This is an optimization exercise on Yosys and OpenROAD, whose aim is small area, a short achievable clock period and few clock cycles per item, not a production implementation.
Where RTL was checked, it was by simulation tests only, not by an equivalence proof against the original.
Power and IR drop assume default switching activity.

Setup of v13:
// prng
module prng (
	input clk,     
	input rst,   
	input [31:0] seed,
	input start,
	input cont,
	output reg done,
	output [31:0] rand_num
);
Size: roughly 330 cells after synthesis, roughly 39 flip-flops, roughly 69 I/O pins, roughly 2800 sq um of cells after synthesis.
==> module prng, before the edit <==
module prng (
	input clk,     
	input rst,   
	input [31:0] seed,
	input start,
	input cont,
	output reg done,
	output [31:0] rand_num
);
localparam B  = 4;                 
localparam NB = (31 + B - 1) / B;  
reg [30:0] acc;    
reg  [2:0] cnt;    
reg  [3:0] nen;    
wire busy = !nen[0];
assign rand_num = {1'b0, acc};
wire [30:0] nen_bits = {{7{nen[3]}}, {8{nen[2]}}, {8{nen[1]}}, {8{nen[0]}}};
wire [30:0] b = ~({acc[2:0], acc[30:3]} | nen_bits);
wire [30:0] g = acc & b;    
wire [30:0] p = acc ^ b;    
localparam LB = (B > 8) ? 4 : (B > 4) ? 3 : (B > 2) ? 2 : (B > 1) ? 1 : 0;   
wire [30:0] lg [0:LB];
wire [30:0] lp [0:LB];
wire [30:0] gl = lg[LB];
wire [30:0] pl = lp[LB];
assign lg[0] = g;
assign lp[0] = p;
wire [NB-1:0] bg, bp;
wire [30:0] c;
genvar i, j, k;
generate
	for (k = 0; k < LB; k = k + 1) begin : local_level
		for (i = 0; i < 31; i = i + 1) begin : local_bit
			localparam LO = i - i % B;
			localparam OFF = i % B;
			localparam J = LO + (OFF & ~((2 << k) - 1)) + (1 << k) - 1;
			if ((OFF >> k) & 1) begin : merge
				assign lg[k+1][i] = lg[k][i] | lp[k][i] & lg[k][J];
				assign lp[k+1][i] = lp[k][i] & lp[k][J];
			end else begin : pass
				assign lg[k+1][i] = lg[k][i];
				assign lp[k+1][i] = lp[k][i];
			end
		end
	end
	for (j = 0; j < NB; j = j + 1) begin : block_gp
		localparam TOP = (j * B + B - 1 > 30) ? 30 : j * B + B - 1;
		assign bg[j] = gl[TOP];
		assign bp[j] = pl[TOP];
	end
endgenerate
localparam L = (NB > 16) ? 5 : (NB > 8) ? 4 : (NB > 4) ? 3 : (NB > 2) ? 2 : 1;   
wire [NB-1:0] cg [0:L];
wire [NB-1:0] cp [0:L];
assign cg[0] = bg;
assign cp[0] = bp;
generate
	for (k = 0; k < L; k = k + 1) begin : ring_level
		for (j = 0; j < NB; j = j + 1) begin : ring_block
			localparam J2 = (j + NB - (1 << k) % NB) % NB;
			assign cg[k+1][j] = cg[k][j] | cp[k][j] & cg[k][J2];
			assign cp[k+1][j] = cp[k][j] & cp[k][J2];
		end
	end
	for (i = 0; i < 31; i = i + 1) begin : carry
		localparam BI = i / B;
		localparam BPREV = (BI + NB - 1) % NB;
		if (i % B == 0) begin : first
			assign c[i] = cg[L][BPREV];
		end else begin : next
			assign c[i] = gl[i-1] | pl[i-1] & cg[L][BPREV];
		end
	end
endgenerate
wire [3:0]  keep = ~nen | {4{done}};
wire [30:0] keep_bits = {{7{keep[3]}}, {8{keep[2]}}, {8{keep[1]}}, {8{keep[0]}}};
wire [30:0] x = (p & keep_bits) | ({seed[15:0], seed[30:16]} & ~keep_bits);
always @(posedge clk)
	acc <= x ^ c;
always @(posedge clk) begin
	if (rst) begin
		nen  <= 4'hf;
		done <= 1'b0;
		cnt  <= 3'd0;
	end else if (busy) begin
		cnt <= cnt + 3'd1;
		if (cnt == 3'd4)        nen[0] <= 1'b1;
		if (cnt[2])             nen[1] <= 1'b1;
		if (cnt[2] && !cnt[1])  nen[2] <= 1'b1;
		if (cnt[2] && !cnt[0])  nen[3] <= 1'b1;
		if (cnt == 3'd4)        done  <= 1'b1;
	end else if (done) begin
		if (!start) done <= 1'b0;
	end else if (start) begin
		nen <= 4'd0;
		cnt <= 3'd0;
	end
end
endmodule
==> flow/config.mk <==
export PLATFORM = sky130hd
export DESIGN_NAME = prng
export DESIGN_NICKNAME = prng
export VERILOG_FILES = /design/flow/design.v
export SDC_FILE = /design/flow/constraint.sdc
export NUM_CORES = 8
export LEC_CHECK = 0
export CAP_MARGIN = 20
export CORE_MARGIN = 2
export CORE_UTILIZATION = 40
export SLEW_MARGIN = 70
==> flow/constraint.sdc <==
create_clock -name core_clock -period 9.0 [get_ports {clk}]
set_input_delay 1.8000 -clock core_clock [delete_from_list [all_inputs] [get_ports {clk}]]
set_output_delay 1.8000 -clock core_clock [all_outputs]
set_load 0.01 [all_outputs]
standard.sh (not shown) runs the stock make flow with config.mk's settings and CLKGATE_MAP_FILE= SYNTH_SCRIPT=/design/flow/synth_recipe.tcl, a recipe that flattens the netlist after the stock synthesis.
==> flow/flow/run.sh <==
#!/bin/bash
# The standard layout (standard.sh) with these changes:
#  - synthesis: ABC's technology mapping (&nf) may relax delay for area
#    (-R 20); everything else, registers included, is as in the standard flow;
#  - the port buffers are plain buffers (sky130_fd_sc_hd__buf_1) instead of
#    the cell buffer_ports picks by itself;
#  - timing repair aims for 6.3 ns of setup slack.
set -euo pipefail
cp -r "$FLOW_HOME/scripts" scripts
sed -i 's/^&nf$/\&nf -R 20/' scripts/abc_speed.script
export SCRIPTS_DIR="$PWD/scripts"
export BUFFER_PORTS_ARGS="-buffer_cell sky130_fd_sc_hd__buf_1"
export SETUP_SLACK_MARGIN=6.3
bash standard.sh > standard.log 2>&1
Testbench counts of v13, summed over its fixed seeds: cycles 18,432, items 2,048.
Relative to v13, the following input files were edited for v16:
-- flow/design.v --
<<< v13, line 74
	end
endgenerate
wire [3:0]  keep = ~nen | {4{done}};
wire [30:0] keep_bits = {{7{keep[3]}}, {8{keep[2]}}, {8{keep[1]}}, {8{keep[0]}}};
wire [30:0] x = (p & keep_bits) | ({seed[15:0], seed[30:16]} & ~keep_bits);
always @(posedge clk)
	acc <= x ^ c;
>>> v16, line 74
	end
endgenerate
wire [30:0] x = (busy || done) ? p : {seed[15:0], seed[30:16]};
always @(posedge clk)
	acc <= x ^ c;
<<< v13, line 85
		cnt  <= 3'd0;
	end else if (busy) begin
		cnt <= cnt + 3'd1;
		if (cnt == 3'd4)        nen[0] <= 1'b1;
		if (cnt[2])             nen[1] <= 1'b1;
		if (cnt[2] && !cnt[1])  nen[2] <= 1'b1;
		if (cnt[2] && !cnt[0])  nen[3] <= 1'b1;
		if (cnt == 3'd4)        done  <= 1'b1;
	end else if (done) begin
		if (!start) done <= 1'b0;
>>> v16, line 83
		cnt  <= 3'd0;
	end else if (busy) begin
		cnt <= {cnt[1:0], !cnt[2]};
		if (cnt == 3'b110)                nen[0] <= 1'b1;
		if (cnt[2] && !cnt[0])            nen[1] <= 1'b1;
		if (cnt[1] && !cnt[0])            nen[2] <= 1'b1;
		if (cnt[2] && (cnt[1] ^ cnt[0]))   nen[3] <= 1'b1;
		if (cnt == 3'b110)                done   <= 1'b1;
	end else if (done) begin
		if (!start) done <= 1'b0;
## What came out
- Of v16 and v13, v16 shows the higher global-route usage, with v13 below it.
- Relative to v13, routed wire length increased by 1.4% in v16.
- v16: full flow OK, the timing, design-rule and antenna checks passed
- Comparing v13 with v16, the clock transition at the register clock pins on the worst setup and hold paths after CTS came out essentially unchanged.
- NOTE: met2 demand-to-capacity share in global routing in v16 exceeds that of v13
- On power of the clock network, v16 tracks v13 almost exactly.
- When v16 is set beside v13, its placeable core region turns out to be 0.55% smaller.
- Looking only at fraction of final layout cells with drive strength greater than 1, and setting everything else aside, the higher value of v16 and v13 goes to v16.
- Per the comparison of v16 with v13, multi-input combinational cell area higher, number of global-route vias before repair was more or less identical, overall die area dropped about 1.2%, area growth from synthesis to final layout now sits higher, worst endpoint data arrival time grew by 0.04 ns.
- From v13 to v16 the numbers moved as follows: net switching power of the design ~0 delta; register-to-register slack now smaller.
Function not checked in v16: the RTL went through the layout flow alone.

## static timing again, ports no longer ideal
The results above use ideal ports. As a check the final layouts listed here were re-extracted and re-timed, cells and wires unchanged.
Step 1 sets driving cells, clkbuf_16 on the clock port and buf_2 on the other inputs (assumed; they add their load-dependent delay and slew).
Step 2 moves the port delays by t, midway between the first and last clock arrival at a register: inputs arrive t later, outputs are due t later. That takes back most of the time a late clock gives input paths.
Three values: ideal ports, drivers, drivers and shift; two values: the first two.
run | t, ns | slack for setup (ns) | hold WS [ns] | worst setup path at the end
v13 | 0.327 | 6.349 / 6.317 / 6.219 | 0.507 / 0.507 / 0.507 | input to register
v16 | 0.324 | 6.311 / 6.282 / 6.246 | 0.495 / 0.495 / 0.495 | input to register
After both steps setup and hold are still met in every run listed. For v13, which loses most, drivers alone change the setup slack by -0.032 ns; drivers and shift together by -0.130 ns.
